This design comes from an exercise in tuning for a short achievable clock period and few clock cycles on the open sky130 flow, not from production work. Only simulation tests tie the RTL to the original design; equivalence was not proved. The clock port is modelled as an ideal driver; clocking choices that lean on that would not hold on a real chip.

### design.v
module SCPU (
    input        clk,       
    input        reset,     
    input [31:0] inst_in,   
    input [31:0] Data_in,   
    output        mem_w,      
    output [31:0] PC_out,     
    output [31:0] Addr_out,   
    output [31:0] Data_out,   
    input [4:0] reg_sel,   
    output [31:0] reg_data,   
    output [2:0] DMType_out,
    output MemRead_out
);
  reg        v;       
  reg [11:0] pc0;     
  reg [11:0] ppc;     
  reg        pv;      
  reg [31:0] ir0;
  reg lui0, auipc0, jal0, jalr0, br0, ld0, st0, op0, wr0, sub0, sra0;
  reg [2:0] dm0;
  reg [31:0] imma0, immm0, immc0, immu0;
  reg [13:0] imma0p;   
  reg [31:0] o0a, o0b;   
  reg [31:0] o0c, o0d, o0m, o0s;
  reg [31:0] ir1;
  reg lui1, auipc1, jal1, jalr1, br1, ld1, st1, op1, wr1, sub1, sra1;
  reg [2:0] dm1;
  reg [31:0] imma1, immm1, immu1;
  reg [13:0] imma1p;
  reg [31:0] o1a, o1b;   
  reg [31:0] o1c, o1d, o1m, o1s;
  reg [11:0] s1;      
  reg [11:0] s1n;     
  reg        j1;      
  reg [11:0] t1;      
  reg        pok;     
  reg        fa, fb;  
  reg        bp1;     
  reg        alu0s, alu1s;   
  reg  [11:0] pc0n;   
  wire [11:0] pc4 = pc0n;
  wire [11:0] pc2 = s1n;
  wire [31:0] link0 = {17'd0, pc0n == 12'd0, pc0n, 2'b00};   
  wire [31:0] link1 = {17'd0, s1n == 12'd0, s1n, 2'b00};
  wire [11:0] npc;
  wire [31:0] alu0;
  alu U_alu0 (.A(o0a), .B(o0b), .f3(ir0[14:12]), .sub(sub0), .sra(sra0), .C(alu0));
  wire c0;
  NPC U_br0 (.a(o0c), .b(o0d), .f3(ir0[14:12]), .cond(c0));
  wire taken0 = br0 & c0;
  wire [31:0] oth0 = lui0 ? immu0 : auipc0 ? {18'd0, pc0, 2'b00} + immu0 : link0;
  wire [31:0] oth0l = ld0 ? Data_in : oth0;   
  wire [31:0] res0;
  mux32 U_res0 (.s(alu0s), .a(alu0), .b(oth0l), .y(res0));
  wire we0 = v & wr0;
  wire ex1_0 = v & pok & (j1 ? jal0 : ~jal0);
  wire ex1_1 = v & pok & (j1 ? (jal0 | br0) : ~(jal0 | br0));
  wire ex1 = c0 ? ex1_1 : ex1_0;
  wire [31:0] a1, b1;
  wire [31:0] a1o, b1o;
  mux32 U_a1o (.s(fa), .a(oth0l), .b(o1a), .y(a1o));
  mux32 U_b1o (.s(fb), .a(oth0l), .b(o1b), .y(b1o));
  mux32 U_a1 (.s(fa & alu0s), .a(alu0), .b(a1o), .y(a1));
  mux32 U_b1 (.s(fb & alu0s), .a(alu0), .b(b1o), .y(b1));
  wire [31:0] alu1;
  alu U_alu1 (.A(a1), .B(b1), .f3(ir1[14:12]), .sub(sub1), .sra(sra1), .C(alu1));
  wire c1;
  NPC U_br1 (.a(o1c), .b(o1d), .f3(ir1[14:12]), .cond(c1));
  wire c1f;   
  NPC U_br1f (.a(a1), .b(b1), .f3(ir1[14:12]), .cond(c1f));
  reg  [1:0] bpc[0:15];
  reg [15:0] bpv;   
  reg  [1:0] bps;   
  wire [3:0] bpi = s1[3:0];
  wire pred1 = bps[1];
  wire c1x = bp1 ? c1f : c1;   
  wire mis = ex1 & br1 & (c1x != pred1);
  wire bpu = ex1 & br1;   
  wire [1:0] bpn = c1x ? ((bps == 2'b11) ? 2'b11 : (bps == 2'b10) ? 2'b11 : (bps == 2'b01) ? 2'b10 : 2'b01) :
                         ((bps == 2'b00) ? 2'b00 : (bps == 2'b01) ? 2'b00 : (bps == 2'b10) ? 2'b01 : 2'b10);
  always @(posedge clk, posedge reset)
    if (reset) bpv <= 16'd0;
    else if (bpu) bpv[bpi] <= 1'b1;
  always @(posedge clk)
    if (bpu) bpc[bpi] <= bpn;
  wire [31:0] oth1 = lui1 ? immu1 : auipc1 ? {18'd0, s1, 2'b00} + immu1 : link1;
  wire [31:0] oth1l = ld1 ? Data_in : oth1;
  wire [31:0] res1;
  mux32 U_res1 (.s(alu1s), .a(alu1), .b(oth1l), .y(res1));
  wire we1 = c0 ? ex1_1 & wr1 : ex1_0 & wr1;
  wire [11:0] tgt0, tgt0p;
  add12 U_t0 (.a(pc0), .b(immc0[13:2]), .y(tgt0));
  add12 U_t0p (.a(pc0n), .b(immc0[13:2]), .y(tgt0p));   
  wire [11:0] tgt1 = t1;
  wire [13:0] jt0s, jt1s, jt0ps, jt1ps;
  add14 U_j0 (.a(o0c[13:0]), .b(imma0[13:0]), .y(jt0s));
  add14 U_j1 (.a(o1c[13:0]), .b(imma1[13:0]), .y(jt1s));
  add14 U_j0p (.a(o0c[13:0]), .b(imma0p[13:0]), .y(jt0ps));   
  add14 U_j1p (.a(o1c[13:0]), .b(imma1p[13:0]), .y(jt1ps));
  wire [11:0] jt0 = jt0s[13:2];
  wire [11:0] jt1 = jt1s[13:2];
  wire [11:0] npc_0, npc_1, lpc_0, lpc_1;
  npcsel U_npc (
      .v(v), .pc0(pc0), .ex1_0(ex1_0), .ex1_1(ex1_1),
      .jalr0(jalr0), .jal0(jal0), .br0(br0), .jt0(jt0), .tgt0(tgt0), .pc4(pc4),
      .jalr1(jalr1), .jal1(jal1), .br1(br1), .pred1(pred1), .jt1(jt1), .tgt1(tgt1), .pc2(pc2),
      .npc_0(npc_0), .npc_1(npc_1)
  );
  npcsel U_lpc (
      .v(v), .pc0(pc0), .ex1_0(ex1_0), .ex1_1(ex1_1),
      .jalr0(jalr0), .jal0(jal0), .br0(br0), .jt0(jt0), .tgt0(tgt0), .pc4(pc4),
      .jalr1(jalr1), .jal1(jal1), .br1(br1), .pred1(pred1), .jt1(jt1), .tgt1(tgt1), .pc2(pc2),
      .npc_0(lpc_0), .npc_1(lpc_1)
  );
  assign npc = c0 ? npc_1 : npc_0;
  wire [11:0] pc4p, t1p, s1p;
  wire [11:0] jt0p = jt0ps[13:2];
  wire [11:0] jt1p = jt1ps[13:2];
  inc12 U_i2 (.a(pc0n), .y(pc4p));
  inc12 U_i4 (.a(t1), .y(t1p));
  inc12 U_i5 (.a(s1n), .y(s1p));
  wire [11:0] npc0p_0 = jalr0 ? jt0p : jal0 ? tgt0p : pc4p;
  wire [11:0] npc0p_1 = jalr0 ? jt0p : (jal0 | br0) ? tgt0p : pc4p;
  wire [11:0] npc1p = jalr1 ? jt1p : (jal1 | (br1 & pred1)) ? t1p : s1p;
  wire [11:0] npcp_0 = ~v ? pc0n : ex1_0 ? npc1p : npc0p_0;
  wire [11:0] npcp_1 = ~v ? pc0n : ex1_1 ? npc1p : npc0p_1;
  wire [11:0] npcp = c0 ? npcp_1 : npcp_0;
  assign PC_out = {18'd0, npc, 2'b00};
  wire mem0 = ld0 | st0;
  wire [31:0] ad0, ad1;
  agu U_agu0 (.base(o0m), .off(immm0), .addr(ad0));
  agu U_agu1 (.base(o1m), .off(immm1), .addr(ad1));
  assign Addr_out = mem0 ? ad0 : ad1;
  assign Data_out = mem0 ? o0s : o1s;
  assign mem_w = c0 ? v & (st0 | (st1 & ex1_1)) : v & (st0 | (st1 & ex1_0));
  assign MemRead_out = c0 ? v & (ld0 | (ld1 & ex1_1)) : v & (ld0 | (ld1 & ex1_0));
  assign DMType_out = mem0 ? dm0 : dm1;
  wire n_lui0, n_auipc0, n_jal0, n_jalr0, n_br0, n_ld0, n_st0, n_op0, n_u10, n_u20, n_wr0;
  wire n_sub0, n_sra0;
  wire [2:0] n_dm0;
  wire [31:0] n_imma0, n_immm0, n_immc0, n_immu0;
  ctrl U_ctrl0 (
      .ir(inst_in), .is_lui(n_lui0), .is_auipc(n_auipc0), .is_jal(n_jal0), .is_jalr(n_jalr0),
      .is_br(n_br0), .is_ld(n_ld0), .is_st(n_st0), .is_op(n_op0), .use1(n_u10), .use2(n_u20),
      .wr(n_wr0), .sub(n_sub0), .sra(n_sra0), .dmtype(n_dm0),
      .imm_a(n_imma0), .imm_m(n_immm0), .imm_c(n_immc0), .imm_u(n_immu0)
  );
  wire [31:0] nword_0, nword_1;
  wire [11:0] nspc_0, nspc_1, ntgt_0, ntgt_1;
  wire        njmp_0, njmp_1, hit_0, hit_1;
  PC U_IS (
      .clk(clk), .rst(reset),
      .we(v & pv), .wpc(ppc), .spc(pc0), .wdat(ir0),
      .rpc0(lpc_0), .rdat0(nword_0), .rspc0(nspc_0), .rjmp0(njmp_0), .rtgt0(ntgt_0), .hit0(hit_0),
      .rpc1(lpc_1), .rdat1(nword_1), .rspc1(nspc_1), .rjmp1(njmp_1), .rtgt1(ntgt_1), .hit1(hit_1)
  );
  wire [31:0] nword = c0 ? nword_1 : nword_0;
  wire [11:0] nspc = c0 ? nspc_1 : nspc_0;
  wire [11:0] ntgt = c0 ? ntgt_1 : ntgt_0;
  wire        njmp = c0 ? njmp_1 : njmp_0;
  wire        hit = c0 ? hit_1 : hit_0;
  wire n_lui1, n_auipc1, n_jal1, n_jalr1, n_br1, n_ld1, n_st1, n_op1, n_u11, n_u21, n_wr1;
  wire n_sub1, n_sra1;
  wire [2:0] n_dm1;
  wire [31:0] n_imma1, n_immm1, n_immc1, n_immu1;
  ctrl U_ctrl1 (
      .ir(nword), .is_lui(n_lui1), .is_auipc(n_auipc1), .is_jal(n_jal1), .is_jalr(n_jalr1),
      .is_br(n_br1), .is_ld(n_ld1), .is_st(n_st1), .is_op(n_op1), .use1(n_u11), .use2(n_u21),
      .wr(n_wr1), .sub(n_sub1), .sra(n_sra1), .dmtype(n_dm1),
      .imm_a(n_imma1), .imm_m(n_immm1), .imm_c(n_immc1), .imm_u(n_immu1)
  );
  wire n_fa = n_wr0 & n_u11 & (inst_in[11:7] == nword[19:15]);
  wire n_fb = n_wr0 & n_u21 & (inst_in[11:7] == nword[24:20]);
  wire n_dep = n_fa | n_fb;
  wire n_mem0 = n_ld0 | n_st0;
  wire n_mem1 = n_ld1 | n_st1;
  wire n_pok = hit & ~n_jalr0 & ~(n_mem0 & n_mem1) & ~(n_dep & (n_mem1 | n_jalr1));
  wire [31:0] r0a, r0b, r1a, r1b;
  RF U_RF (
      .clk(clk), .rst(reset),
      .we0(we0), .wa0(ir0[11:7]), .wd0(res0),
      .we1(we1), .wa1(ir1[11:7]), .alu1s(alu1s), .alu1(alu1), .oth1(oth1l),
      .ra0(inst_in[19:15]), .ra1(inst_in[24:20]), .ra2(nword[19:15]), .ra3(nword[24:20]),
      .rd0(r0a), .rd1(r0b), .rd2(r1a), .rd3(r1b),
      .reg_sel(reg_sel), .reg_data(reg_data)
  );
  wire [31:0] n0a, n0b, n1a, n1b;
  Forward_unit U_F0a (.ra(inst_in[19:15]), .rfv(r0a), .we0(we0), .wa0(ir0[11:7]), .wd0(res0),
                      .we1(we1), .wa1(ir1[11:7]), .alu1s(alu1s), .alu1(alu1), .oth1(oth1l),
                      .v(n0a));
  Forward_unit U_F0b (.ra(inst_in[24:20]), .rfv(r0b), .we0(we0), .wa0(ir0[11:7]), .wd0(res0),
                      .we1(we1), .wa1(ir1[11:7]), .alu1s(alu1s), .alu1(alu1), .oth1(oth1l),
                      .v(n0b));
  Forward_unit U_F1a (.ra(nword[19:15]), .rfv(r1a), .we0(we0), .wa0(ir0[11:7]), .wd0(res0),
                      .we1(we1), .wa1(ir1[11:7]), .alu1s(alu1s), .alu1(alu1), .oth1(oth1l),
                      .v(n1a));
  Forward_unit U_F1b (.ra(nword[24:20]), .rfv(r1b), .we0(we0), .wa0(ir0[11:7]), .wd0(res0),
                      .we1(we1), .wa1(ir1[11:7]), .alu1s(alu1s), .alu1(alu1), .oth1(oth1l),
                      .v(n1b));
  wire [11:0] pcn = mis ? (c1x ? tgt1 : pc2) : npc;   
  wire [11:0] pcnp = mis ? (c1x ? t1p : s1p) : npcp;   
  always @(posedge clk, posedge reset)
    if (reset) begin
      v   <= 1'b0;
      pc0 <= 12'd0;
      pc0n <= 12'd1;
      pv  <= 1'b0;
      pok <= 1'b0;
    end else begin
      v   <= ~mis;
      pc0 <= pcn;
      pc0n <= pcnp;
      pok <= n_pok;
      if (v) pv <= 1'b1;
    end
  always @(posedge clk) begin
    if (v) ppc <= ex1 ? s1 : pc0;
    ir0 <= inst_in;
    {lui0, auipc0, jal0, jalr0, br0, ld0, st0, op0, wr0, sub0, sra0} <=
        {n_lui0, n_auipc0, n_jal0, n_jalr0, n_br0, n_ld0, n_st0, n_op0, n_wr0, n_sub0, n_sra0};
    dm0 <= n_dm0;
    imma0 <= n_imma0;
    imma0p <= n_imma0[13:0] + 14'd4;
    immm0 <= n_immm0;
    immc0 <= n_immc0;
    immu0 <= n_immu0;
    o0a <= n0a;
    o0b <= n_u20 ? n0b : n_imma0;
    o0c <= (n_br0 | n_jalr0) ? n0a : 32'd0;
    o0d <= n_br0 ? n0b : 32'd0;
    o0m <= (n_ld0 | n_st0) ? n0a : 32'd0;
    o0s <= n_st0 ? n0b : 32'd0;
    ir1 <= nword;
    {lui1, auipc1, jal1, jalr1, br1, ld1, st1, op1, wr1, sub1, sra1} <=
        {n_lui1, n_auipc1, n_jal1, n_jalr1, n_br1, n_ld1, n_st1, n_op1, n_wr1, n_sub1, n_sra1};
    dm1 <= n_dm1;
    imma1 <= n_imma1;
    imma1p <= n_imma1[13:0] + 14'd4;
    immm1 <= n_immm1;
    immu1 <= n_immu1;
    o1a <= n1a;
    o1b <= n_u21 ? n1b : n_imma1;
    o1c <= (n_br1 | n_jalr1) ? n1a : 32'd0;
    o1d <= n_br1 ? n1b : 32'd0;
    o1m <= (n_ld1 | n_st1) ? n1a : 32'd0;
    o1s <= n_st1 ? n1b : 32'd0;
    s1 <= nspc;
    bps <= (bpu && nspc[3:0] == bpi) ? bpn :
           bpv[nspc[3:0]] ? bpc[nspc[3:0]] : {nword[31], 1'b0};
    s1n <= nspc + 12'd1;
    j1 <= njmp;
    t1 <= ntgt;
    fa <= n_fa;
    fb <= n_fb;
    bp1 <= n_dep & n_br1;
    alu0s <= ~(n_lui0 | n_auipc0 | n_jal0 | n_jalr0 | n_ld0);
    alu1s <= ~(n_lui1 | n_auipc1 | n_jal1 | n_jalr1 | n_ld1);
  end
endmodule
module ctrl (
    input  [31:0] ir,
    output        is_lui,
    output        is_auipc,
    output        is_jal,
    output        is_jalr,
    output        is_br,
    output        is_ld,
    output        is_st,
    output        is_op,     
    output        use1,      
    output        use2,      
    output        wr,        
    output        sub,       
    output        sra,       
    output [ 2:0] dmtype,    
    output [31:0] imm_a,     
    output [31:0] imm_m,     
    output [31:0] imm_c,     
    output [31:0] imm_u      
);
  wire [4:0] op = ir[6:2];
  wire [2:0] f3 = ir[14:12];
  assign is_lui   = (op == 5'b01101);
  assign is_auipc = (op == 5'b00101);
  assign is_jal   = (op == 5'b11011);
  assign is_jalr  = (op == 5'b11001);
  assign is_br    = (op == 5'b11000);
  assign is_ld    = (op == 5'b00000);
  assign is_st    = (op == 5'b01000);
  assign is_op    = (op == 5'b01100);
  wire   is_opi   = (op == 5'b00100);
  assign use1 = is_op | is_opi | is_ld | is_st | is_br | is_jalr;
  assign use2 = is_op | is_st | is_br;
  assign wr = ~is_br & ~is_st & (ir[11:7] != 5'd0);
  assign sub = is_op & ir[30];
  assign sra = ir[30];
  assign dmtype = f3[2] ? {~f3[0], f3[0], 1'b0} : f3[1] ? 3'b000 : {1'b0, ~f3[0], 1'b1};
  wire [31:0] imm_i = {{20{ir[31]}}, ir[31:20]};
  wire [31:0] imm_s = {{20{ir[31]}}, ir[31:25], ir[11:7]};
  wire [31:0] imm_b = {{19{ir[31]}}, ir[31], ir[7], ir[30:25], ir[11:8], 1'b0};
  wire [31:0] imm_j = {{11{ir[31]}}, ir[31], ir[19:12], ir[20], ir[30:21], 1'b0};
  assign imm_a = imm_i;
  assign imm_m = is_st ? imm_s : imm_i;
  assign imm_c = is_jal ? imm_j : imm_b;
  assign imm_u = {ir[31:12], 12'b0};
endmodule
module agu (
    input  [31:0] base,
    input  [31:0] off,
    output [31:0] addr
);
  assign addr = base + off;
endmodule
module Forward_unit (
    input  [ 4:0] ra,
    input  [31:0] rfv,    
    input         we0,
    input  [ 4:0] wa0,
    input  [31:0] wd0,
    input         we1,
    input  [ 4:0] wa1,
    input         alu1s,
    input  [31:0] alu1,
    input  [31:0] oth1,
    output [31:0] v
);
  wire m1 = we1 && wa1 == ra;
  wire [31:0] vo = m1 ? oth1 : (we0 && wa0 == ra) ? wd0 : rfv;
  assign v = (m1 && alu1s) ? alu1 : vo;
endmodule
module mux32 (
    input         s,
    input  [31:0] a,
    input  [31:0] b,
    output [31:0] y
);
  assign y = s ? a : b;
endmodule
module Hazard_detection (
    input  [32*32-1:0] rv,    
    input  [ 4:0]      sel,
    output [31:0]      q
);
  assign q = rv[32*sel +: 32];
endmodule
module NPC (
    input  [31:0] a,
    input  [31:0] b,
    input  [ 2:0] f3,
    output        cond
);
  wire eq  = (a == b);
  wire lt  = {~a[31], a[30:0]} < {~b[31], b[30:0]};
  wire ltu = a < b;
  reg  c;
  always @(*) begin
    case (f3[2:1])
      2'b00:   c = eq;
      2'b10:   c = lt;
      default: c = ltu;
    endcase
  end
  assign cond = c ^ f3[0];
endmodule
module inc12 (
    input  [11:0] a,
    output [11:0] y
);
  assign y = a + 12'd1;
endmodule
module npcsel (
    input         v,
    input  [11:0] pc0,
    input         ex1_0,
    input         ex1_1,
    input         jalr0,
    input         jal0,
    input         br0,
    input  [11:0] jt0,
    input  [11:0] tgt0,
    input  [11:0] pc4,
    input         jalr1,
    input         jal1,
    input         br1,
    input         pred1,
    input  [11:0] jt1,
    input  [11:0] tgt1,
    input  [11:0] pc2,
    output [11:0] npc_0,
    output [11:0] npc_1
);
  wire [11:0] n0_0 = jalr0 ? jt0 : jal0 ? tgt0 : pc4;
  wire [11:0] n0_1 = jalr0 ? jt0 : (jal0 | br0) ? tgt0 : pc4;
  wire [11:0] n1 = jalr1 ? jt1 : (jal1 | (br1 & pred1)) ? tgt1 : pc2;
  assign npc_0 = ~v ? pc0 : ex1_0 ? n1 : n0_0;
  assign npc_1 = ~v ? pc0 : ex1_1 ? n1 : n0_1;
endmodule
module add12 (
    input  [11:0] a,
    input  [11:0] b,
    output [11:0] y
);
  assign y = a + b;
endmodule
module add14 (
    input  [13:0] a,
    input  [13:0] b,
    output [13:0] y
);
  assign y = a + b;
endmodule
module PC #(
    parameter IW = 6   
) (
    input             clk,
    input             rst,
    input             we,
    input      [11:0] wpc,    
    input      [11:0] spc,    
    input      [31:0] wdat,
    input      [11:0] rpc0,    
    output     [31:0] rdat0,   
    output     [11:0] rspc0,   
    output            rjmp0,   
    output     [11:0] rtgt0,   
    output            hit0,
    input      [11:0] rpc1,
    output     [31:0] rdat1,
    output     [11:0] rspc1,
    output            rjmp1,
    output     [11:0] rtgt1,
    output            hit1
);
  localparam N = 1 << IW;
  localparam TW = 12 - IW;   
  reg [N-1:0] cv;
  reg [TW-1:0] ctag[0:N-1];
  reg [11:0] cspc[0:N-1];
  reg [N-1:0] cjmp;
  reg [11:0] ctgt[0:N-1];
  reg [31:0] cdat[0:N-1];
  wire [IW-1:0] widx = wpc[IW-1:0];
  wire is_jal = (wdat[6:2] == 5'b11011);
  wire [31:0] imm_b = {{19{wdat[31]}}, wdat[31], wdat[7], wdat[30:25], wdat[11:8], 1'b0};
  wire [31:0] imm_j = {{11{wdat[31]}}, wdat[31], wdat[19:12], wdat[20], wdat[30:21], 1'b0};
  wire [31:0] imm = is_jal ? imm_j : imm_b;
  wire [11:0] tgt = spc + imm[13:2];
  always @(posedge clk, posedge rst)
    if (rst) cv <= {N{1'b0}};
    else if (we) cv[widx] <= 1'b1;
  always @(posedge clk)
    if (we) begin
      ctag[widx] <= wpc[11:IW];
      cspc[widx] <= spc;
      cjmp[widx] <= (spc != wpc + 12'd1);
      ctgt[widx] <= tgt;
      cdat[widx] <= wdat;
    end
  wire [IW-1:0] ridx0 = rpc0[IW-1:0];
  assign rdat0 = cdat[ridx0];
  assign rspc0 = cspc[ridx0];
  assign rjmp0 = cjmp[ridx0];
  assign rtgt0 = ctgt[ridx0];
  assign hit0 = cv[ridx0] && (ctag[ridx0] == rpc0[11:IW]);
  wire [IW-1:0] ridx1 = rpc1[IW-1:0];
  assign rdat1 = cdat[ridx1];
  assign rspc1 = cspc[ridx1];
  assign rjmp1 = cjmp[ridx1];
  assign rtgt1 = ctgt[ridx1];
  assign hit1 = cv[ridx1] && (ctag[ridx1] == rpc1[11:IW]);
endmodule
module RF (
    input         clk,
    input         rst,
    input         we0,
    input  [ 4:0] wa0,
    input  [31:0] wd0,
    input         we1,
    input  [ 4:0] wa1,
    input         alu1s,   
    input  [31:0] alu1,
    input  [31:0] oth1,
    input  [ 4:0] ra0,
    input  [ 4:0] ra1,
    input  [ 4:0] ra2,
    input  [ 4:0] ra3,
    output [31:0] rd0,
    output [31:0] rd1,
    output [31:0] rd2,
    output [31:0] rd3,
    input  [ 4:0] reg_sel,
    output [31:0] reg_data
);
  reg  [31:0] rf[1:31];
  wire [32*32-1:0] rv;   
  assign rv[31:0] = 32'b0;
  genvar g;
  generate
    for (g = 1; g < 32; g = g + 1) begin : gr
      always @(posedge clk, posedge rst)
        if (rst) rf[g] <= 32'b0;
        else if (we1 && wa1 == g && alu1s) rf[g] <= alu1;
        else if (we1 && wa1 == g) rf[g] <= oth1;
        else if (we0 && wa0 == g) rf[g] <= wd0;
      assign rv[32*g+31:32*g] = rf[g];
    end
  endgenerate
  Hazard_detection U_r0 (.rv(rv), .sel(ra0), .q(rd0));
  Hazard_detection U_r1 (.rv(rv), .sel(ra1), .q(rd1));
  Hazard_detection U_r2 (.rv(rv), .sel(ra2), .q(rd2));
  Hazard_detection U_r3 (.rv(rv), .sel(ra3), .q(rd3));
  Hazard_detection U_rd (.rv(rv), .sel(reg_sel), .q(reg_data));
endmodule
module alu (
    input  [31:0] A,
    input  [31:0] B,
    input  [ 2:0] f3,
    input         sub,    
    input         sra,    
    output reg [31:0] C
);
  wire [31:0] sum = sub ? A - B : A + B;
  wire lt  = {~A[31], A[30:0]} < {~B[31], B[30:0]};
  wire ltu = A < B;
  wire signed [32:0] sx = {sra & A[31], A};
  wire [32:0] sr = sx >>> B[4:0];
  always @(*) begin
    case (f3)
      3'd0: C = sum;
      3'd1: C = A << B[4:0];
      3'd2: C = {31'b0, lt};
      3'd3: C = {31'b0, ltu};
      3'd4: C = A ^ B;
      3'd5: C = sr[31:0];
      3'd6: C = A | B;
      default: C = A & B;
    endcase
  end
endmodule
### flow/run.sh
#!/bin/bash
# Own layout flow: the standard flow (standard.sh), with the standard synthesis
# unchanged, and then a layout that works harder on timing:
#  - the port buffers are plain buffers (buf_4) that the resizer may size freely
#    (MATCH_CELL_FOOTPRINT=0 lets it swap to any equivalent cell);
#  - setup repair aims at a margin below the design's clock period, on the worst
#    endpoints (TNS_END_PERCENT), so the achieved period comes out shorter;
#  - after global routing, flow/post_grt.tcl fixes any max slew / capacitance
#    violation that the timing repair left.
# If global routing finds the layout too congested, the layout is redone from the
# floorplan with a lower utilization.
# The clock period, the constraints and the clock tree are the design's.
# Each tool's output is in the ORFS logs (orfs/logs/...); make's in log_*.txt here.
set -uo pipefail
bash standard.sh synth > log_synth.txt 2>&1 || exit 1
common=(
  MATCH_CELL_FOOTPRINT=0
  "BUFFER_PORTS_ARGS=-buffer_cell sky130_fd_sc_hd__buf_4"
  SETUP_SLACK_MARGIN=8
  TNS_END_PERCENT=5
  POST_GLOBAL_ROUTE_TCL=$(pwd)/flow/post_grt.tcl
)
if bash standard.sh "${common[@]}" finish > log_layout.txt 2>&1; then
  exit 0
fi
res=orfs/results/sky130hd/SCPU/base
if [[ -f $res/5_1_grt.odb || ! -f $res/4_1_cts.odb ]]; then
  exit 1  # failed elsewhere than in global routing
fi
mkdir -p logs_try1
cp -r orfs/logs logs_try1/ 2>/dev/null
rm -f $res/2_* $res/3_* $res/4_* $res/5_* $res/6_* $res/route.guide
bash standard.sh "${common[@]}" CORE_UTILIZATION=28 PLACE_DENSITY=0.48 finish > log_layout2.txt 2>&1 || exit 1
### flow/post_grt.tcl
# Sourced by ORFS's global_route.tcl at its end (POST_GLOBAL_ROUTE_TCL). The setup
# repair there can leave max slew / max capacitance violations; fix them, keeping the
# global routing up to date as global_route.tcl does for its own repairs.
puts "Repair max slew and capacitance left after the timing repair..."
log_cmd global_route -start_incremental
repair_design_helper
log_cmd detailed_placement
log_cmd global_route -end_incremental
log_cmd estimate_parasitics -global_routing
report_check_types -max_slew -max_cap -violators
report_worst_slack -max
### standard.sh
#!/bin/bash
# synth_recipe.tcl (not shown) runs the flow's synth.tcl, then flattens the netlist and writes it again
# the make line also repeats each setting of config.mk as NAME=value (left out here)
make -C /OpenROAD-flow-scripts/flow DESIGN_CONFIG=/design/flow/config.mk WORK_HOME=/design/flow/orfs CLKGATE_MAP_FILE= SYNTH_SCRIPT=/design/flow/synth_recipe.tcl "${@:-finish}"
### config.mk
export PLATFORM = sky130hd
export DESIGN_NAME = SCPU
export DESIGN_NICKNAME = SCPU
export VERILOG_FILES = /design/flow/design.v
export SDC_FILE = /design/flow/constraint.sdc
export NUM_CORES = 8
export LEC_CHECK = 0
export CAP_MARGIN = 20
export CORE_MARGIN = 2
export CORE_UTILIZATION = 35
export PLACE_DENSITY = 0.55
export SLEW_MARGIN = 20
export SYNTH_HIERARCHICAL = 1
### constraint.sdc
create_clock -name core_clock -period 15.0 [get_ports {clk}]
set_input_delay 3.0000 -clock core_clock [delete_from_list [all_inputs] [get_ports {clk}]]
set_output_delay 3.0000 -clock core_clock [all_outputs]
set_load 0.01 [all_outputs]
==> results.json, run 1 <==
{
  "outcome": "no timing/DRC/antenna violations",
  "wl_um": 1720000,
  "min_period_over_period_pct": 54.4,
  "h-tree-depth": 6,
  "hold_buffers": 0,
  "setup_slack_ns": 6.84,
  "cts_setup_buffers": 283,
  "first_iter_violations": 51900,
  "clk_path_buf_depth": 5,
  "grt_max_degree": 196,
  "fin_util_pct": 40.1,
  "core_um2": 988000,
  "timing.rr.end": "o1c[1]",
  "firstDrtPassIters": 12,
  "crit_path_max_incr_delay_ns": 0.70,
  "startpoint_type": "flip-flop",
  "dp.cells": 39200,
  "grt_pass1_vias": 264000,
  "grt_pass1_wl_um": 2280000,
  "yosysWarningCount": 12,
  "hold_path.class": "reg -> reg",
  "cp_max_fo": 36,
  "routabilityCongestion": 0.991,
  "dp_hpwl_um": 978000,
  "ioPinCount": 204,
  "die_x_um": 999,
  "rr_worst_depth": 22,
  "wl_per_cell_um": 41.8,
  "crit_slowest_cell": "nand2b_4",
  "r2r-start": "o1c[2]",
  "regArea_um2": 160000,
  "antenna_found_initial": 248,
  "rows": 365,
  "via_per_inst": 6.96,
  "cts_tree": "done",
  "maxSlewViolCount": 0,
  "fin_setup_tns_ns": 0,
  "slew_headroom_pct": 6.67,
  "grt_usage_pct": 32.9,
  "required_ns": 16.03,
  "ant_nets": 0,
  "cts_root_buf": "clkbuf_16",
  "synth_area_um2": 347000,
  "multi_input_area_um2": 177000,
  "final_cells": 41200,
  "route.detailed.drc": 0,
  "min_from": "bpv[1]",
  "clock_latency_ns": 1.15,
  "ctsResizeCount": 1207,
  "crit_chain": "ha_1 > nor2b_1 > nor2_1 > xnor2_1 > nand2b_1 > nand3_1 > a31oi_4 > buf_4 > clkbuf_16 > buf_8 > mux4_2 > mux4_2 > mux4_2 > mux2_4 > nand2b_4 > buf_6 > a21oi_1 > a31oi_1 > nand3_2 > o21ai_1 > a31oi_4 > nor2b_1",
  "finalCriticalPeriod_ns": 8.16,
  "nFillCells": 91400,
  "cpMostUsedCell": "mux4_2",
  "holdPathStages": 1,
  "syn_inst": 27700,
  "drive_above_1_share_pct": 24.6,
  "fin_nets": 27700,
  "cts_sinks": 5731,
  "path_class": "reg -> reg",
  "arrival_ns": 9.18,
  "grt_overflow": 0,
  "synth.avg_cell_area_um2": 12.5,
  "cts.clk_slew.worst_paths_ns": 0.06,
  "dieArea_um2": 999000,
  "endpoint_kind": "flip-flop",
  "drv_cap": 0,
  "cts_made_buffers": 667,
  "start_util_pct": 35.1,
  "setup_viol_count_final": 0,
  "holdPathEnd": "bpv[1]",
  "pre_cts_ws_ns": 4.66,
  "vias": 286000,
  "skew_ns": 0.121,
  "r2r_slack_ns": 6.84,
  "die_y_um": 999,
  "area_delta_synth_final_pct": 14.1,
  "fmax_mhz": 123,
  "tightest_slew_ns": 1.40,
  "hold_viol": 0,
  "io_buffers": 181
}
worst max path at each step:
stage / startpoint / to / slack [ns] / depth (start not counted)
2_1_floorplan: reset / U_RF.rf[10][0] / -1.67 / 1
3_3_place_gp: o0c[0] / o1b[1] / 4.74 / 22
3_5_place_dp: o0b[4] / o0b[0] / 4.66 / 27
4_1_cts: reg_sel[2] / reg_data[12] / 7.04 / 10
6_report: o1c[2] / o1c[1] / 6.84 / 22
state kept, by name, summed over array words and instances, names as in the netlist, 64 cells and up:
register and flops:
U_IS.cjmp 64, U_IS.cdat 1920, U_IS.ctag 384, U_IS.ctgt 768, U_IS.cv 64, U_IS.cspc 768, U_RF.rf 992
stage by stage:
step	hold WS (ns)	cell area, um2
detailed placement	0.442	360000
finish	0.454	396000
floorplan	0.427	348000
global placement	0.437	360000
CTS	0.456	392000
metal layers:
metal  track usage, %  share of wire (%)  vias to the layer above
li1                 -                  -                   108000
met1             41.6                 35                   145000
met2             45.5                 41                    26200
met3             12.9                 15                     7031
met4             23.9                9.0                       68
met5            0.241              0.035                        -
final cells by class:
| cell class | count | share of cell area, % |
|---|---|---|
| multi-input cells | 18900 | 44.8 |
| clock inverters | 295 | 0.737 |
| flip-flops and latches | 5731 | 40.4 |
| clock buffers | 865 | 4.60 |
| diodes | 285 | 0.180 |
| repair inverters | 1 | 0.00284 |
| repair buffers | 1504 | 4.70 |
| inverters | 384 | 0.389 |
| well taps | 13200 | 4.18 |
worst max-delay path, delay by kind of cell (launching register included):
kind,cells,cell delay [ns]
mux,4,1.85
xor+xnor,1,0.45
flops,1,0.43
simple gates,7,1.90
buf+inv,4,1.28
fa+ha+maj,1,0.44
compound gates,5,1.30
cells in the final DEF (no fill, tap or decap), types with 226 or more instances in the layout:
| cell | count |
|---|---|
| a21oi_1 | 887 |
| a22o_1 | 364 |
| a22oi_1 | 521 |
| a31oi_1 | 1210 |
| buf_4 | 952 |
| clkbuf_16 | 805 |
| dfrtp_1 | 1085 |
| dfxtp_1 | 608 |
| diode_2 | 285 |
| edfxtp_1 | 3948 |
| ha_1 | 441 |
| inv_1 | 360 |
| mux2_2 | 459 |
| mux2i_1 | 2783 |
| mux4_2 | 2602 |
| nand2_1 | 1989 |
| nand3_1 | 601 |
| nand4_1 | 226 |
| nor2_1 | 508 |
| nor2b_1 | 252 |
| nor3_1 | 1375 |
| o21ai_0 | 1432 |
| xnor2_1 | 242 |
Testbench counts, summed over its fixed seeds: cycles 29,276.
==> run 2: changes to the inputs <==
--- a/config.mk
+++ b/config.mk
@@ -6,8 +6,8 @@
 export NUM_CORES = 8
 export LEC_CHECK = 0
-export CAP_MARGIN = 20
+export CAP_MARGIN = 40
 export CORE_MARGIN = 2
 export CORE_UTILIZATION = 35
 export PLACE_DENSITY = 0.55
-export SLEW_MARGIN = 20
+export SLEW_MARGIN = 40
 export SYNTH_HIERARCHICAL = 1
==> run 2 against run 1 <==
  * Flip-flop and latch count stayed put
  * Global-route usage is 0.27 points higher
  * Via count is 0.61% higher
  * Cell count is 0.76% higher
  * Clock-buffer cell count is 8 higher
  * First-iteration DRC count is 2.8% lower
==> results.json, run 2 <==
{
  "finalCriticalPeriod_ns": 8.06,
  "maxSlewViolCount": 0,
  "cts_root_buf": "clkbuf_16",
  "nFillCells": 91000,
  "die_y_um": 999,
  "cp_max_fo": 42,
  "largest_reg_flops": 1920,
  "placed_area_um2": 362000,
  "crit_chain": "buf_16 > clkbuf_16 > buf_12 > mux2i_1 > a22oi_1 > a31oi_1 > nand3_2 > buf_4",
  "final_area_um2": 402000,
  "cts_setup_buffers": 342,
  "yosysWarningCount": 12,
  "grt_max_degree": 135,
  "largest-register": "U_IS.cdat",
  "critPathBufInv": 4,
  "layout_commonest_cell": "edfxtp_1",
  "timing.rr.end": "o1b[3]",
  "crit_path_max_incr_delay_ns": 0.34,
  "regArea_um2": 160000,
  "layout_common_cells": "edfxtp_1 (3948), mux2i_1 (2777), mux4_2 (2602)",
  "synth.avg_cell_area_um2": 12.5,
  "drv_cap": 0,
  "grt_pass1_wl_um": 2300000,
  "synth_area_um2": 347000,
  "area_delta_synth_final_pct": 15.8,
  "clock_latency_ns": 1.13,
  "cts_tree": "done",
  "vias": 288000,
  "h-tree-depth": 6,
  "pre_cts_ws_ns": 5.15,
  "firstDrtPassIters": 13,
  "holdPathStages": 1,
  "first_iter_violations": 50400,
  "wl_um": 1730000,
  "rows": 365,
  "syn_inst": 27700,
  "grt_usage_pct": 33.2,
  "arrival_ns": 5.06,
  "holdPathEnd": "bpv[1]",
  "io_buffers": 181,
  "rr_worst_depth": 26,
  "die_x_um": 999,
  "hold_path.class": "reg -> reg",
  "min_from": "bpv[1]",
  "antenna_found_initial": 240,
  "core_um2": 988000,
  "crit_slowest_cell": "a31oi_1",
  "cts_made_buffers": 668,
  "ant_nets": 0,
  "route.detailed.drc": 0,
  "setup_slack_ns": 6.94,
  "routabilityCongestion": 0.991,
  "dp_hpwl_um": 996000,
  "skew_ns": 0.118,
  "outcome": "no timing/DRC/antenna violations",
  "hold_viol": 0,
  "setup_viol_count_final": 0,
  "cts.clk_slew.worst_paths_ns": 0.06,
  "wl_per_cell_um": 41.8,
  "reg.largest.list": "U_IS.cdat: 1920 flops, U_RF.rf: 992 flops",
  "drive_above_1_share_pct": 25.7,
  "grt_overflow": 0,
  "grt_pass1_vias": 266000,
  "required_ns": 12.00,
  "fin_nets": 28000,
  "path_class": "in -> out",
  "ctsResizeCount": 1292,
  "tightest_slew_ns": 1.17,
  "slew_headroom_pct": 22.1,
  "r2r_slack_ns": 7.17,
  "clk_path_buf_depth": 5,
  "fmax_mhz": 124,
  "multi_input_area_um2": 178000,
  "via_per_inst": 6.95,
  "min_period_over_period_pct": 53.8,
  "crit_family": "buffers and inverters",
  "startpoint_type": "primary input",
  "start_util_pct": 35.1,
  "hold_buffers": 0,
  "dieArea_um2": 999000,
  "cts_sinks": 5731,
  "ioPinCount": 204,
  "endpoint_kind": "output port",
  "r2r-start": "o0c[1]"
}
-- run 2: changes by cell type in the layout (fill, tap and decap cells not counted), sizes merged --
cell / delta
bufinv: -6
mux2: -7
diode: +75
and2b: +1
clkbuf: +39
clkinvlp: -7
clkinv: +25
buf: +196
nand2: +1
inv: -6
-- run 2: worst max path at each step --
stage | slack [ns] | endpoint | start | depth (start not counted)
after floorplan | -1.67 | U_RF.rf[10][0] | reset | 1
after global placement | 4.74 | o1b[1] | o0c[0] | 22
after detailed placement | 5.15 | o0b[28] | o0b[4] | 29
after CTS | 7.12 | reg_data[0] | reg_sel[2] | 9
final | 6.94 | reg_data[5] | reg_sel[1] | 8
-- run 2: per-layer routing --
metal / track usage (%) / wire [um] / share of wire, % / vias up
met4: 24.4 / 156000 / 9.0 / 100
li1: - / - / - / 109000
met5: 0.515 / 1400 / 0.081 / -
met2: 45.8 / 704000 / 41 / 26300
met1: 41.5 / 611000 / 35 / 146000
met3: 13.8 / 262000 / 15 / 7130
-- run 2: area by class of cell --
cell class / instances / share of cell area, %
multi-input cells: 18900 / 44.4
flip-flops and latches: 5731 / 39.8
repair buffers: 1731 / 5.79
clock buffers: 873 / 4.52
well taps: 13200 / 4.12
clock inverters: 301 / 0.694
inverters: 384 / 0.383
diodes: 360 / 0.224
repair inverters: 1 / 0.00280
-- run 2: worst register-to-register path, delay by kind of cell (launching register included) --
family	cells	cell delay, ns
AO/OA/AOI/OAI	6	1.42
XOR/XNOR	1	0.22
adder cells (fa/ha/maj)	1	0.33
buffers and inverters	6	1.28
flip-flops	1	0.37
multiplexers	6	2.92
AND/OR/NAND/NOR	6	1.18
-- run 2: per-stage QoR --
stage | hold slack (ns) | TNS [ns] | cells | utilization, %
final | 0.456 | 0 | 41500 | 40.7
after CTS | 0.457 | 0 | 40900 | 40.1
after detailed placement | 0.443 | 0 | 39200 | 36.7
after global placement | 0.437 | 0 | 39200 | 36.4
after floorplan | 0.427 | -1653.00 | 27900 | -
==> run 3: changes to the inputs <==
--- a/design.v
+++ b/design.v
@@ -148,14 +148,17 @@
   );
   wire [31:0] nword_0, nword_1;
-  wire [11:0] nspc_0, nspc_1, ntgt_0, ntgt_1;
+  wire [11:0] nspc_0, nspc_1, nspn_0, nspn_1, ntgt_0, ntgt_1;
   wire        njmp_0, njmp_1, hit_0, hit_1;
   PC U_IS (
       .clk(clk), .rst(reset),
       .we(v & pv), .wpc(ppc), .spc(pc0), .wdat(ir0),
-      .rpc0(lpc_0), .rdat0(nword_0), .rspc0(nspc_0), .rjmp0(njmp_0), .rtgt0(ntgt_0), .hit0(hit_0),
-      .rpc1(lpc_1), .rdat1(nword_1), .rspc1(nspc_1), .rjmp1(njmp_1), .rtgt1(ntgt_1), .hit1(hit_1)
+      .rpc0(lpc_0), .rdat0(nword_0), .rspc0(nspc_0), .rspn0(nspn_0), .rjmp0(njmp_0), .rtgt0(ntgt_0),
+      .hit0(hit_0),
+      .rpc1(lpc_1), .rdat1(nword_1), .rspc1(nspc_1), .rspn1(nspn_1), .rjmp1(njmp_1), .rtgt1(ntgt_1),
+      .hit1(hit_1)
   );
   wire [31:0] nword = c0 ? nword_1 : nword_0;
   wire [11:0] nspc = c0 ? nspc_1 : nspc_0;
+  wire [11:0] nspn = c0 ? nspn_1 : nspn_0;
   wire [11:0] ntgt = c0 ? ntgt_1 : ntgt_0;
   wire        njmp = c0 ? njmp_1 : njmp_0;
@@ -249,5 +252,5 @@
     bps <= (bpu && nspc[3:0] == bpi) ? bpn :
            bpv[nspc[3:0]] ? bpc[nspc[3:0]] : {nword[31], 1'b0};
-    s1n <= nspc + 12'd1;
+    s1n <= nspn;
     j1 <= njmp;
     t1 <= ntgt;
@@ -423,4 +426,5 @@
     output     [31:0] rdat0,   
     output     [11:0] rspc0,   
+    output     [11:0] rspn0,   
     output            rjmp0,   
     output     [11:0] rtgt0,   
@@ -429,4 +433,5 @@
     output     [31:0] rdat1,
     output     [11:0] rspc1,
+    output     [11:0] rspn1,
     output            rjmp1,
     output     [11:0] rtgt1,
@@ -438,4 +443,5 @@
   reg [TW-1:0] ctag[0:N-1];
   reg [11:0] cspc[0:N-1];
+  reg [11:0] cspn[0:N-1];
   reg [N-1:0] cjmp;
   reg [11:0] ctgt[0:N-1];
@@ -454,4 +460,5 @@
       ctag[widx] <= wpc[11:IW];
       cspc[widx] <= spc;
+      cspn[widx] <= spc + 12'd1;
       cjmp[widx] <= (spc != wpc + 12'd1);
       ctgt[widx] <= tgt;
@@ -461,4 +468,5 @@
   assign rdat0 = cdat[ridx0];
   assign rspc0 = cspc[ridx0];
+  assign rspn0 = cspn[ridx0];
   assign rjmp0 = cjmp[ridx0];
   assign rtgt0 = ctgt[ridx0];
@@ -467,4 +475,5 @@
   assign rdat1 = cdat[ridx1];
   assign rspc1 = cspc[ridx1];
+  assign rspn1 = cspn[ridx1];
   assign rjmp1 = cjmp[ridx1];
   assign rtgt1 = ctgt[ridx1];
--- a/config.mk
+++ b/config.mk
@@ -6,8 +6,8 @@
 export NUM_CORES = 8
 export LEC_CHECK = 0
-export CAP_MARGIN = 40
+export CAP_MARGIN = 20
 export CORE_MARGIN = 2
 export CORE_UTILIZATION = 35
 export PLACE_DENSITY = 0.55
-export SLEW_MARGIN = 40
+export SLEW_MARGIN = 20
 export SYNTH_HIERARCHICAL = 1
==> run 3 against run 2 <==
  * Critical path depth is 1 higher
  * Cell area is 8.8% higher
  * Synthesized cell count is 5.1% higher
  * Via count is 5.9% higher
  * Core utilization is 0.47 points lower
  * Register-to-register slack better by 0.08 ns
  * Area after synthesis is 10% higher
  * Largest cell class unchanged
==> results.json, run 3 <==
{
  "vias": 305000,
  "fin_util_pct": 40.2,
  "multi_input_area_um2": 190000,
  "largest_reg_flops": 1920,
  "io_buffers": 181,
  "ant_nets": 0,
  "cts.clk_slew.worst_paths_ns": 0.05,
  "fin_nets": 29300,
  "grt_pass1_wl_um": 2470000,
  "hold_buffers": 0,
  "layout_common_cells": "edfxtp_1 (4716), mux4_2 (3087), mux2i_1 (2794)",
  "endpoint_kind": "output port",
  "drv_cap": 0,
  "cp_max_fo": 18,
  "slew_headroom_pct": 5.14,
  "fmax_mhz": 125,
  "antenna_found_initial": 204,
  "reg.largest.list": "U_IS.cdat: 1920 flops, U_RF.rf: 992 flops",
  "cts_root_buf": "clkbuf_16",
  "dp_hpwl_um": 1050000,
  "final_cells": 44000,
  "ctsResizeCount": 1317,
  "crit_slowest_cell": "clkbuf_16",
  "critPathBufInv": 4,
  "wl_um": 1850000,
  "cts_sinks": 6499,
  "rows": 383,
  "synth_area_um2": 382000,
  "skew_ns": 0.114,
  "arrival_ns": 5.03,
  "die_x_um": 1050,
  "cpMostUsedCell": "buf_16",
  "grt.met3_usage_pct": 12.0,
  "grt_pass1_vias": 286000,
  "grt_usage_pct": 32.4,
  "clock_latency_ns": 1.14,
  "cts_setup_buffers": 372,
  "syn_inst": 29100,
  "hold_path.class": "reg -> reg",
  "wl_per_cell_um": 42.2,
  "die_y_um": 1050,
  "min_period_over_period_pct": 53.5,
  "setup_viol_count_final": 0,
  "yosysWarningCount": 12,
  "cts_made_buffers": 725,
  "grt_max_degree": 152,
  "grt_use_met2_pct": 45.0,
  "clk_path_buf_depth": 5,
  "drive_above_1_share_pct": 26.1,
  "largest-register": "U_IS.cdat",
  "dp.cells": 41700,
  "first_iter_violations": 54600,
  "crit_chain": "buf_16 > buf_16 > clkbuf_16 > mux2i_1 > a22o_1 > nor3_1 > a31oi_1 > nand3_4 > buf_4",
  "startpoint_type": "primary input",
  "route.detailed.drc": 0,
  "h-tree-depth": 6,
  "tightest_slew_ns": 1.42,
  "ioPinCount": 204,
  "dieArea_um2": 1100000,
  "synth.avg_cell_area_um2": 13.1,
  "regArea_um2": 183000,
  "grt_overflow": 0,
  "finalCriticalPeriod_ns": 8.03,
  "path_class": "in -> out",
  "start_util_pct": 35.1,
  "hold_viol": 0,
  "outcome": "no timing/DRC/antenna violations",
  "busiest_layer": "met2",
  "use_met1_pct": 41.5,
  "firstDrtPassIters": 13,
  "crit_path_max_incr_delay_ns": 0.29,
  "crit_family": "buffers and inverters",
  "nFillCells": 99800,
  "maxSlewViolCount": 0,
  "routabilityCongestion": 0.996,
  "area_delta_synth_final_pct": 14.5,
  "cts_tree": "done",
  "layout_commonest_cell": "edfxtp_1",
  "required_ns": 12.00,
  "core_um2": 1090000,
  "via_per_inst": 6.95
}
## run 3: worst reg2reg max path, delay by kind of cell, from the launching register on
| family | cells | cell delay [ns] |
|---|---|---|
| and+or+nand+nor | 6 | 1.55 |
| buffers and inverters | 11 | 2.02 |
| DFF | 1 | 0.35 |
| adders and majority gates | 2 | 0.56 |
| AOI/OAI and AO/OA | 5 | 1.06 |
| xor gates and xnor gates | 1 | 0.26 |
| muxes | 4 | 1.83 |
## run 3: path summary, 6_finish.rpt
path	to	cells past startpoint	slack (ns)	startpoint
max reg2reg	o1c[7]	29	7.25	imma0p[0]
min in group asynchronous	U_IS.cv[62]	3	2.34	reset
min	bpv[13]	1	0.45	bpv[13]
max	reg_data[12]	9	6.97	reg_sel[1]
max in group asynchronous	U_RF.rf[14][7]	5	9.83	reset
min reg2reg	bpv[13]	1	0.45	bpv[13]
## run 3: cell type report
type / instances / area share [%]
Clock inverter: 331 / 0.741
Sequential cell: 6499 / 41.9
Tap cell: 14400 / 4.13
Clock buffer: 964 / 4.54
Multi-Input combinational cell: 19400 / 43.4
Inverter: 372 / 0.339
Timing Repair Buffer: 1687 / 4.82
Antenna cell: 262 / 0.150
Timing Repair inverter: 1 / 0.00258
## run 3: routing by layer
metal,wire length [um],up-vias
li1,-,115000
met1,662000,156000
met2,756000,27300
met3,274000,7048
met4,162000,85
met5,1220,-
## run 3: per-stage QoR
step                      area (um2)  worst slack [ns]  hold WS, ns  setup TNS (ns)
after floorplan               382000             -1.67        0.422        -1653.00
after global placement        396000              4.44        0.434               0
after detailed placement      396000              4.79        0.444               0
after CTS                     433000              7.17        0.454               0
final                         437000              6.97        0.453               0
Testbench counts of run 3, summed over its fixed seeds: cycles 29,276.

## static timing again, ports no longer ideal
How much do the figures lean on ideal ports? The routed layouts below were timed once more, with nothing changed but the port constraints.
Step 1: set_driving_cell puts a clkbuf_16 on clk and a buf_2 on each other input, an assumption about the parent block.
Step 2 also shifts input and output timing later by t, the mid clock arrival at the registers, as if the neighbouring blocks saw the same clock.
Three values: ideal, step 1, step 2; two values: the first two.
| run | t, ns | slack for setup (ns) | worst setup path after step 2 |
|---|---|---|---|
| run 1 | 1.256 | 6.842 / 6.354 / 6.284 | input to register |
| run 2 | 1.236 | 6.937 / 6.657 / 6.256 | input to register |
| run 3 | 1.261 | 6.971 / 6.447 / 6.223 | input to register |
After both steps setup and hold are still met in every run listed. The setup slack of run 3, which loses most, moves by -0.524 ns with the drivers and by -0.748 ns with both steps.
